Context: an optimization exercise on an open-source flow, tuned for small area. The choices shown serve that exercise and are no tape-out recipe. Only simulation tests tie the RTL to the original design; equivalence was not proved. Power and IR drop assume default switching activity. The flow treats the clock pin as an ideal source, which a real chip does not have.

## filters
module filters
(
	CLK,
	RST,
	HSync,
	VDE,
	Display,
	RGBin,
	Threshold,
	ProcessOut,
	DisplayOut
);
Size: ~67 I/O pins.
export LEC_CHECK = 0
export CAP_MARGIN = 20
export CORE_MARGIN = 2
export CORE_UTILIZATION = 70
export PLACE_DENSITY = 0.8
export SLEW_MARGIN = 20
create_clock -name core_clock -period 12.0 [get_ports {CLK}]
standard.sh (not shown) runs the stock make flow with config.mk's settings and CLKGATE_MAP_FILE= SYNTH_SCRIPT=/design/flow/synth_recipe.tcl, a recipe that flattens the netlist after the stock synthesis.
==> flow/flow/run.sh <==
#!/bin/bash
set -euo pipefail
export BUFFER_PORTS_ARGS="-buffer_cell sky130_fd_sc_hd__buf_1"
export CTS_ARGS="-sink_clustering_enable -repair_clock_nets -dont_use_dummy_load -buf_list sky130_fd_sc_hd__clkbuf_16 -sink_clustering_size 33 -sink_clustering_max_diameter 90 -tree_buf sky130_fd_sc_hd__clkbuf_8"
bash standard.sh > standard.log 2>&1
Then changed:
==> flow/flow/run.sh (replaced) <==
#!/bin/bash
set -euo pipefail
export BUFFER_PORTS_ARGS="-buffer_cell sky130_fd_sc_hd__buf_1"
export CTS_ARGS="-sink_clustering_enable -repair_clock_nets -buf_list sky130_fd_sc_hd__clkbuf_16 -dont_use_dummy_load -sink_clustering_size 30 -sink_clustering_max_diameter 80"
bash standard.sh > standard.log 2>&1
Settings changed: CORE_UTILIZATION 70 to 65, PLACE_DENSITY 0.8 to 0.75.
Result:
- via count grows by 0.44%
- power rises by 0.92%
- worst hold slack improves by 0.015 ns
- final cell count went up by 2.0%
Then changed:
==> flow/flow/run.sh (replaced) <==
#!/bin/bash
set -euo pipefail
export BUFFER_PORTS_ARGS="-buffer_cell sky130_fd_sc_hd__buf_1"
export CTS_ARGS="-sink_clustering_enable -repair_clock_nets -dont_use_dummy_load -buf_list sky130_fd_sc_hd__clkbuf_16 -sink_clustering_size 33 -sink_clustering_max_diameter 90 -root_buf sky130_fd_sc_hd__clkbuf_8 -tree_buf sky130_fd_sc_hd__clkbuf_8"
bash standard.sh > standard.log 2>&1
Settings changed: CAP_MARGIN 20 to 10, CORE_UTILIZATION 65 to 70, PLACE_DENSITY 0.75 to 0.8, SLEW_MARGIN 20 to 10.
Sequential cell count is unchanged.
Wire length rose slightly.
Setup slack improved by 0.023 ns.
Hold slack got worse by 0.014 ns.
Non-clock buffer count fell by 1.
Fmax stays flat.
Final area fell slightly.
Critical path depth does not change.
Clock power fell by a few percent.
Count of clock-buffer cells in the layout fell by 4.
Sequential power barely changes.
Then changed:
==> flow/run.sh (new file) <==
#!/bin/bash
# synth_recipe.tcl (not shown) runs the flow's synth.tcl, then flattens the netlist and writes it again
# the make line also repeats each setting of config.mk as NAME=value (left out here)
make -C /OpenROAD-flow-scripts/flow DESIGN_CONFIG=/design/flow/config.mk WORK_HOME=/design/flow/orfs CLKGATE_MAP_FILE= SYNTH_SCRIPT=/design/flow/synth_recipe.tcl finish
Settings changed: CAP_MARGIN 10 to 20, CTS_BUF_LIST set to sky130_fd_sc_hd__clkbuf_16, CTS_CLUSTER_DIAMETER set to 80, CTS_CLUSTER_SIZE set to 30, SLEW_MARGIN 10 to 20.
removed: flow/flow/run.sh
removed: flow/standard.sh
Wire length increases by a few percent. Setup slack loses 0.68 ns. Power came out higher by a few percent. Utilization came out higher by 1.3 points. Sequential share of layout area came out lower by 1.2 points. Cell count stays flat. Worst hold slack gets better by 0.012 ns. Die area stays the same. Via count went up slightly. Critical path depth is unchanged. Design area increases slightly.
Then changed:
==> flow/flow/run.sh (new file) <==
#!/bin/bash
set -euo pipefail
export BUFFER_PORTS_ARGS="-buffer_cell sky130_fd_sc_hd__buf_1"
export CTS_ARGS="-sink_clustering_enable -repair_clock_nets -dont_use_dummy_load -buf_list sky130_fd_sc_hd__clkbuf_16 -sink_clustering_size 35 -sink_clustering_max_diameter 100"
bash standard.sh > standard.log 2>&1
==> flow/standard.sh (new file) <==
#!/bin/bash
# synth_recipe.tcl (not shown) runs the flow's synth.tcl, then flattens the netlist and writes it again
# the make line also repeats each setting of config.mk as NAME=value (left out here)
make -C /OpenROAD-flow-scripts/flow DESIGN_CONFIG=/design/flow/config.mk WORK_HOME=/design/flow/orfs CLKGATE_MAP_FILE= SYNTH_SCRIPT=/design/flow/synth_recipe.tcl "${@:-finish}"
Settings changed: CTS_BUF_LIST sky130_fd_sc_hd__clkbuf_16 to unset, CTS_CLUSTER_DIAMETER 80 to unset, CTS_CLUSTER_SIZE 30 to unset.
removed: flow/run.sh
Outcome: The changed run went through all stages and came out clean; wire length fell by about 2.8%; combinational power came out lower by 19%; total power goes down by 3.0%; final area went down by 1.7%.
Then changed:
==> flow/flow/run.sh (replaced) <==
#!/bin/bash
set -euo pipefail
export BUFFER_PORTS_ARGS="-buffer_cell sky130_fd_sc_hd__buf_1"
export CTS_ARGS="-sink_clustering_enable -repair_clock_nets -buf_list sky130_fd_sc_hd__clkbuf_16 -dont_use_dummy_load -sink_clustering_size 33 -sink_clustering_max_diameter 90"
bash standard.sh > standard.log 2>&1
Result: Routed wire length grows by 0.57%; die area does not change; global-route usage stays flat.

filters again, from the RTL that the note above started with.
## filters
module filters
(
	CLK,
	RST,
	HSync,
	VDE,
	Display,
	RGBin,
	Threshold,
	ProcessOut,
	DisplayOut
);
input         CLK;
input         RST;
input         HSync;
input         VDE;
input  [ 5:0] Display;
input  [23:0] RGBin;
input  [ 7:0] Threshold;
output        ProcessOut;
output [23:0] DisplayOut;
	wire [ 7:0] greyOut;
	wire        thresh1Out;
	wire [ 3:0] blur4;
	wire [ 7:0] blurOut = {2{blur4}};
	wire        thresh2Out = &blur4;
	wire        edgeOut;
	wire [23:0] mixOut;
	reg hSyncLast, hSyncLast2, hClk;
	always @(posedge CLK)
	begin
		hSyncLast  <= VDE;
		hSyncLast2 <= hSyncLast;
		hClk       <= hSyncLast && !hSyncLast2;
	end
	localparam [9:0] X0   = 10'b0000000001;
	localparam [9:0] X320 = 10'b1001100000;
	localparam [9:0] X959 = 10'b0000111000;
	localparam [9:0] X960 = 10'b0001110000;
	localparam [9:0] X961 = 10'b0011100001;
	reg        seen, working, sh, sh_n, phase;
	reg  [9:0] x;
	wire       ready   = |x;
	wire       at320   = x == X320;
	wire       at959   = x == X959;
	wire       at960   = x == X960;
	wire [9:0] x_next  = hClk ? X0 : (x == X961) ? x : {x[8:0], x[9] ^ x[6]};
	wire       sh_next = at320 || (sh && !at959);
	always @(posedge CLK)
	begin
		if (!RST) begin
			seen    <= 1'b0;
			working <= 1'b0;
			sh      <= 1'b0;
			sh_n    <= 1'b1;
			phase   <= 1'b0;
			x       <= 10'd0;
		end else begin
			if (hClk && ready) seen <= 1'b1;
			if (at960) working <= 1'b0;
			else if (at320) working <= 1'b1;
			sh      <= sh_next;
			sh_n    <= !sh_next;
			phase   <= !phase;
			x       <= x_next;
		end
	end
	wire s54   = Display[5] | Display[4];
	wire s3    = !s54 && Display[3];
	wire s2    = !s54 && !Display[3] && Display[2];
	wire s1    = !s54 && !Display[3] && !Display[2] && Display[1];
	wire s0    = !s54 && !Display[3] && !Display[2] && !Display[1] && Display[0];
	wire snone = !s54 && !Display[3] && !Display[2] && !Display[1] && !Display[0];
	wire       common = (s54 && edgeOut) || (s3 && thresh2Out) || (s1 && thresh1Out);
  ...
export LEC_CHECK = 0
export CAP_MARGIN = 10
export CORE_MARGIN = 2
export CORE_UTILIZATION = 70
export PLACE_DENSITY = 0.8
export SLEW_MARGIN = 10
create_clock -name core_clock -period 12.0 [get_ports {CLK}]
==> flow/flow/run.sh <==
#!/bin/bash
# The standard layout (standard.sh) with three changes:
#  - after the standard synthesis, the combinational logic is mapped again
#    by ABC for area (flow/reopt.tcl); the flip-flops are left as they are;
#  - the ports are buffered with the smallest buffer cell, buf_1, instead of
#    the cell buffer_ports picks by default;
#  - clock tree synthesis puts up to 33 flip-flops (within 90 um) on each
#    leaf clkbuf_16, uses clkbuf_8 for the root and the few buffers above
#    the leaves, and inserts no dummy loads.
# Each tool's full output goes to a log file in this folder (synth.log,
# reopt.log, equiv.log, standard.log); ORFS writes each step's own log under orfs/logs/.
set -euo pipefail
export RECOVER_POWER=100
export BUFFER_PORTS_ARGS="-buffer_cell sky130_fd_sc_hd__buf_1"
export CTS_ARGS="-sink_clustering_enable -repair_clock_nets -buf_list sky130_fd_sc_hd__clkbuf_16 -sink_clustering_size 33 -sink_clustering_max_diameter 90 -root_buf sky130_fd_sc_hd__clkbuf_8 -tree_buf sky130_fd_sc_hd__clkbuf_8 -dont_use_dummy_load"
bash standard.sh synth > synth.log 2>&1
R=orfs/results/$FLOW_PLATFORM/filters/base
cp $R/1_2_yosys.v standard_synth.v
export REOPT_LIB=$FLOW_HOME/platforms/$FLOW_PLATFORM/lib/sky130_fd_sc_hd__tt_025C_1v80.lib
export REOPT_IN=$PWD/standard_synth.v
export REOPT_OUT=$PWD/reopt.v
export REOPT_ABC=$PWD/flow/area.abc
export DONT_USE_CELLS="$(sed -n '/DONT_USE_CELLS += /,/^#/p' $FLOW_HOME/platforms/$FLOW_PLATFORM/config.mk | grep -o 'sky130_fd_sc_hd__[a-z0-9_]*' | tr '\n' ' ')"
# The re-mapped netlist replaces the standard one only if it is proven
# equivalent to it (flow/equiv.tcl).
if yosys -c flow/reopt.tcl > reopt.log 2>&1 && yosys -c flow/equiv.tcl > equiv.log 2>&1; then
  cp reopt.v $R/1_2_yosys.v
  touch $R/1_2_yosys.v
  rm -f $R/1_synth.odb $R/1_synth.sdc
fi
bash standard.sh > standard.log 2>&1
==> flow/flow/area.abc <==
strash; &get -n; &deepsyn -T 60; &put; dch -f; amap; topo
==> flow/flow/equiv.tcl <==
# Prove that the re-mapped netlist (REOPT_OUT) does what the standard
# synthesis netlist (REOPT_IN) does: both are read with the liberty cell
# functions, and their flip-flops are paired by name.
yosys -import
set lib $::env(REOPT_LIB)
read_liberty -ignore_miss_func $lib
read_verilog $::env(REOPT_IN)
yosys rename $::env(FLOW_TOP) gold
read_verilog $::env(REOPT_OUT)
yosys rename $::env(FLOW_TOP) gate
flatten gold gate
opt_clean
equiv_make gold gate equiv
hierarchy -top equiv
equiv_simple -seq 2
equiv_induct
equiv_status -assert
==> flow/flow/reopt.tcl <==
# Re-map the combinational logic of the standard synthesis netlist for area.
# Flip-flops (names, cells and connections), full adders and the line-buffer
# gates are kept as they are; every other cell is read as its liberty
# function and mapped again by ABC with an area-oriented script.
yosys -import
set lib $::env(REOPT_LIB)
set dont_use {}
foreach c $::env(DONT_USE_CELLS) { lappend dont_use -dont_use $c }
read_liberty -ignore_miss_func -overwrite $lib
read_verilog $::env(REOPT_IN)
hierarchy -top $::env(FLOW_TOP)
setattr -mod -set keep_hierarchy 1 sky130_fd_sc_hd__dfxtp_1 sky130_fd_sc_hd__fa_1 sky130_fd_sc_hd__ha_1 sky130_fd_sc_hd__o22ai_1 sky130_fd_sc_hd__conb_1
flatten
simplemap
yosys rename -hide w:_*_.*
opt_clean -purge
select -module $::env(FLOW_TOP)
abc -liberty $lib {*}$dont_use -script $::env(REOPT_ABC)
select -clear
read_liberty -lib -overwrite $lib
opt_clean -purge
splitnets
opt_clean -purge
hilomap -singleton -hicell sky130_fd_sc_hd__conb_1 HI -locell sky130_fd_sc_hd__conb_1 LO
insbuf -buf sky130_fd_sc_hd__buf_4 A X
check
stat -liberty $lib
write_verilog -noattr -noexpr -nohex -nodec $::env(REOPT_OUT)
The baseline finished but failed the layout checks on capacitance limit, slew limit.
Then changed:
--- a/flow/flow/run.sh
+++ b/flow/flow/run.sh
@@ -7 +7 @@
-#  - clock tree synthesis puts up to 33 flip-flops (within 90 um) on each
+#  - clock tree synthesis puts up to 35 flip-flops (within 100 um) on each
@@ -13 +12,0 @@
-export RECOVER_POWER=100
@@ -15 +14 @@
-export CTS_ARGS="-sink_clustering_enable -repair_clock_nets -buf_list sky130_fd_sc_hd__clkbuf_16 -sink_clustering_size 33 -sink_clustering_max_diameter 90 -root_buf sky130_fd_sc_hd__clkbuf_8 -tree_buf sky130_fd_sc_hd__clkbuf_8 -dont_use_dummy_load"
+export CTS_ARGS="-sink_clustering_enable -repair_clock_nets -buf_list sky130_fd_sc_hd__clkbuf_16 -sink_clustering_size 35 -sink_clustering_max_diameter 100 -root_buf sky130_fd_sc_hd__clkbuf_8 -tree_buf sky130_fd_sc_hd__clkbuf_8 -dont_use_dummy_load"
The changed run produced a clean layout.
Register-to-register slack improved by 6.1 ns.
Fmax is about the same.
Combinational power stays flat.
Clock skew fell by 0.016 ns.
First-iteration DRC count barely changes.
Then changed:
--- a/flow/flow/run.sh
+++ b/flow/flow/run.sh
@@ -7 +7 @@
-#  - clock tree synthesis puts up to 35 flip-flops (within 100 um) on each
+#  - clock tree synthesis puts up to 33 flip-flops (within 90 um) on each
@@ -11 +11 @@
-# reopt.log, equiv.log, standard.log); ORFS writes each step's own log under orfs/logs/.
+# reopt.log, standard.log); ORFS writes each step's own log under orfs/logs/.
@@ -14 +14 @@
-export CTS_ARGS="-sink_clustering_enable -repair_clock_nets -buf_list sky130_fd_sc_hd__clkbuf_16 -sink_clustering_size 35 -sink_clustering_max_diameter 100 -root_buf sky130_fd_sc_hd__clkbuf_8 -tree_buf sky130_fd_sc_hd__clkbuf_8 -dont_use_dummy_load"
+export CTS_ARGS="-sink_clustering_enable -repair_clock_nets -buf_list sky130_fd_sc_hd__clkbuf_16 -sink_clustering_size 33 -sink_clustering_max_diameter 90 -root_buf sky130_fd_sc_hd__clkbuf_8 -tree_buf sky130_fd_sc_hd__clkbuf_8 -dont_use_dummy_load"
@@ -23,7 +23,4 @@
-# The re-mapped netlist replaces the standard one only if it is proven
-# equivalent to it (flow/equiv.tcl).
-if yosys -c flow/reopt.tcl > reopt.log 2>&1 && yosys -c flow/equiv.tcl > equiv.log 2>&1; then
-  cp reopt.v $R/1_2_yosys.v
-  touch $R/1_2_yosys.v
-  rm -f $R/1_synth.odb $R/1_synth.sdc
-fi
+yosys -c flow/reopt.tcl > reopt.log 2>&1
+cp reopt.v $R/1_2_yosys.v
+touch $R/1_2_yosys.v
+rm -f $R/1_synth.odb $R/1_synth.sdc
==> flow/flow/area.abc (replaced) <==
strash; balance; rewrite; refactor; balance; rewrite; rewrite -z; balance; refactor -z; rewrite -z; balance; dch -f; amap; topo
--- a/flow/flow/reopt.tcl
+++ b/flow/flow/reopt.tcl
@@ -14 +13,0 @@
-simplemap
removed: flow/flow/equiv.tcl
Effect:
- The changed run finished with timing, DRC and antenna clean
- count of clock-buffer cells in the layout rises by 2
- non-clock buffer count is unchanged
- clock skew shrinks by 0.021 ns
- total power shrinks by about a fifth
- worst hold slack got worse by 0.010 ns
- wire length went up slightly
- synthesized cell count rose slightly
- core utilization went up by 0.11 points
- combinational power went down by well over a third
- synthesized area stays flat
- clock power rose by a few percent
Then changed:
--- a/flow/flow/run.sh
+++ b/flow/flow/run.sh
@@ -11 +11 @@
-# reopt.log, standard.log); ORFS writes each step's own log under orfs/logs/.
+# reopt.log, equiv.log, standard.log); ORFS writes each step's own log under orfs/logs/.
@@ -14 +14 @@
-export CTS_ARGS="-sink_clustering_enable -repair_clock_nets -buf_list sky130_fd_sc_hd__clkbuf_16 -sink_clustering_size 33 -sink_clustering_max_diameter 90 -root_buf sky130_fd_sc_hd__clkbuf_8 -tree_buf sky130_fd_sc_hd__clkbuf_8 -dont_use_dummy_load"
+export CTS_ARGS="-sink_clustering_enable -repair_clock_nets -buf_list sky130_fd_sc_hd__clkbuf_16 -sink_clustering_size 34 -sink_clustering_max_diameter 120 -root_buf sky130_fd_sc_hd__clkbuf_8 -tree_buf sky130_fd_sc_hd__clkbuf_8 -dont_use_dummy_load"
@@ -23,4 +23,7 @@
-yosys -c flow/reopt.tcl > reopt.log 2>&1
-cp reopt.v $R/1_2_yosys.v
-touch $R/1_2_yosys.v
-rm -f $R/1_synth.odb $R/1_synth.sdc
+# The re-mapped netlist replaces the standard one only if it is proven
+# equivalent to it (flow/equiv.tcl).
+if yosys -c flow/reopt.tcl > reopt.log 2>&1 && yosys -c flow/equiv.tcl > equiv.log 2>&1; then
+  cp reopt.v $R/1_2_yosys.v
+  touch $R/1_2_yosys.v
+  rm -f $R/1_synth.odb $R/1_synth.sdc
+fi
==> flow/flow/area.abc (replaced) <==
strash; &get -n; &deepsyn -T 60; &put; dch -f; amap; topo
==> flow/flow/equiv.tcl (new file) <==
# Prove that the re-mapped netlist (REOPT_OUT) does what the standard
# synthesis netlist (REOPT_IN) does: both are read with the liberty cell
# functions, and their flip-flops are paired by name.
yosys -import
set lib $::env(REOPT_LIB)
read_liberty -ignore_miss_func $lib
read_verilog $::env(REOPT_IN)
yosys rename $::env(FLOW_TOP) gold
read_verilog $::env(REOPT_OUT)
yosys rename $::env(FLOW_TOP) gate
flatten gold gate
opt_clean
equiv_make gold gate equiv
hierarchy -top equiv
equiv_simple -seq 2
equiv_induct
equiv_status -assert
--- a/flow/flow/reopt.tcl
+++ b/flow/flow/reopt.tcl
@@ -13,0 +14 @@
+simplemap
=> The changed run went through all stages and came out clean; clock skew came out higher by 0.011 ns; final area hardly moves; die area stays flat; fmax barely changes; cell count drops slightly; power rose by about a fifth; sequential power is higher by about a fifth.

afterwards: timing with drivers on the ports:
The flow's constraints put no driver on any port. The routed layouts listed below were extracted and timed again, unchanged, in two steps. Step 1, drivers: a clkbuf_16 drives CLK and a buf_2 each remaining input, both assumed. Step 2 moves the port delays by t, midway between the first and last clock arrival at a register: inputs arrive t later, outputs are due t later. That takes back most of the time a late clock gives input paths. Slacks: ideal ports / drivers / drivers and shift; pairs: ideal ports / drivers.
run	t, ns	setup WS [ns]	hold WS [ns]	worst slew at a driven data input, ns
the first run of note 1	0.645	1.368 / 1.338 / 1.338	0.343 / 0.343 / 0.343	0.05
the second run of note 1	0.659	1.329 / 1.307 / 1.307	0.358 / 0.358 / 0.358	0.05
the third run of note 1	0.743	1.351 / 1.321 / 1.321	0.344 / 0.344 / 0.344	0.05
the fourth run of note 1	0.670	0.675 / 0.640 / 0.640	0.356 / 0.356 / 0.356	0.05
the fifth run of note 1	0.641	1.380 / 1.350 / 1.350	0.347 / 0.347 / 0.347	0.05
the sixth run of note 1	0.645	1.368 / 1.338 / 1.338	0.343 / 0.343 / 0.343	0.05
the first run of note 2	0.755	0.633 / 0.609 / 0.609	0.364 / 0.364 / 0.364	0.05
the second run of note 2	0.727	0.620 / 0.596 / 0.596	0.359 / 0.359 / 0.359	0.05
the third run of note 2	0.760	0.657 / 0.635 / 0.635	0.349 / 0.349 / 0.349	0.07
the fourth run of note 2	0.736	0.635 / 0.612 / 0.612	0.370 / 0.370 / 0.370	0.05
The setup slack of the fourth run of note 1, which loses most, moves by -0.035 ns with the drivers and by -0.035 ns with both steps.
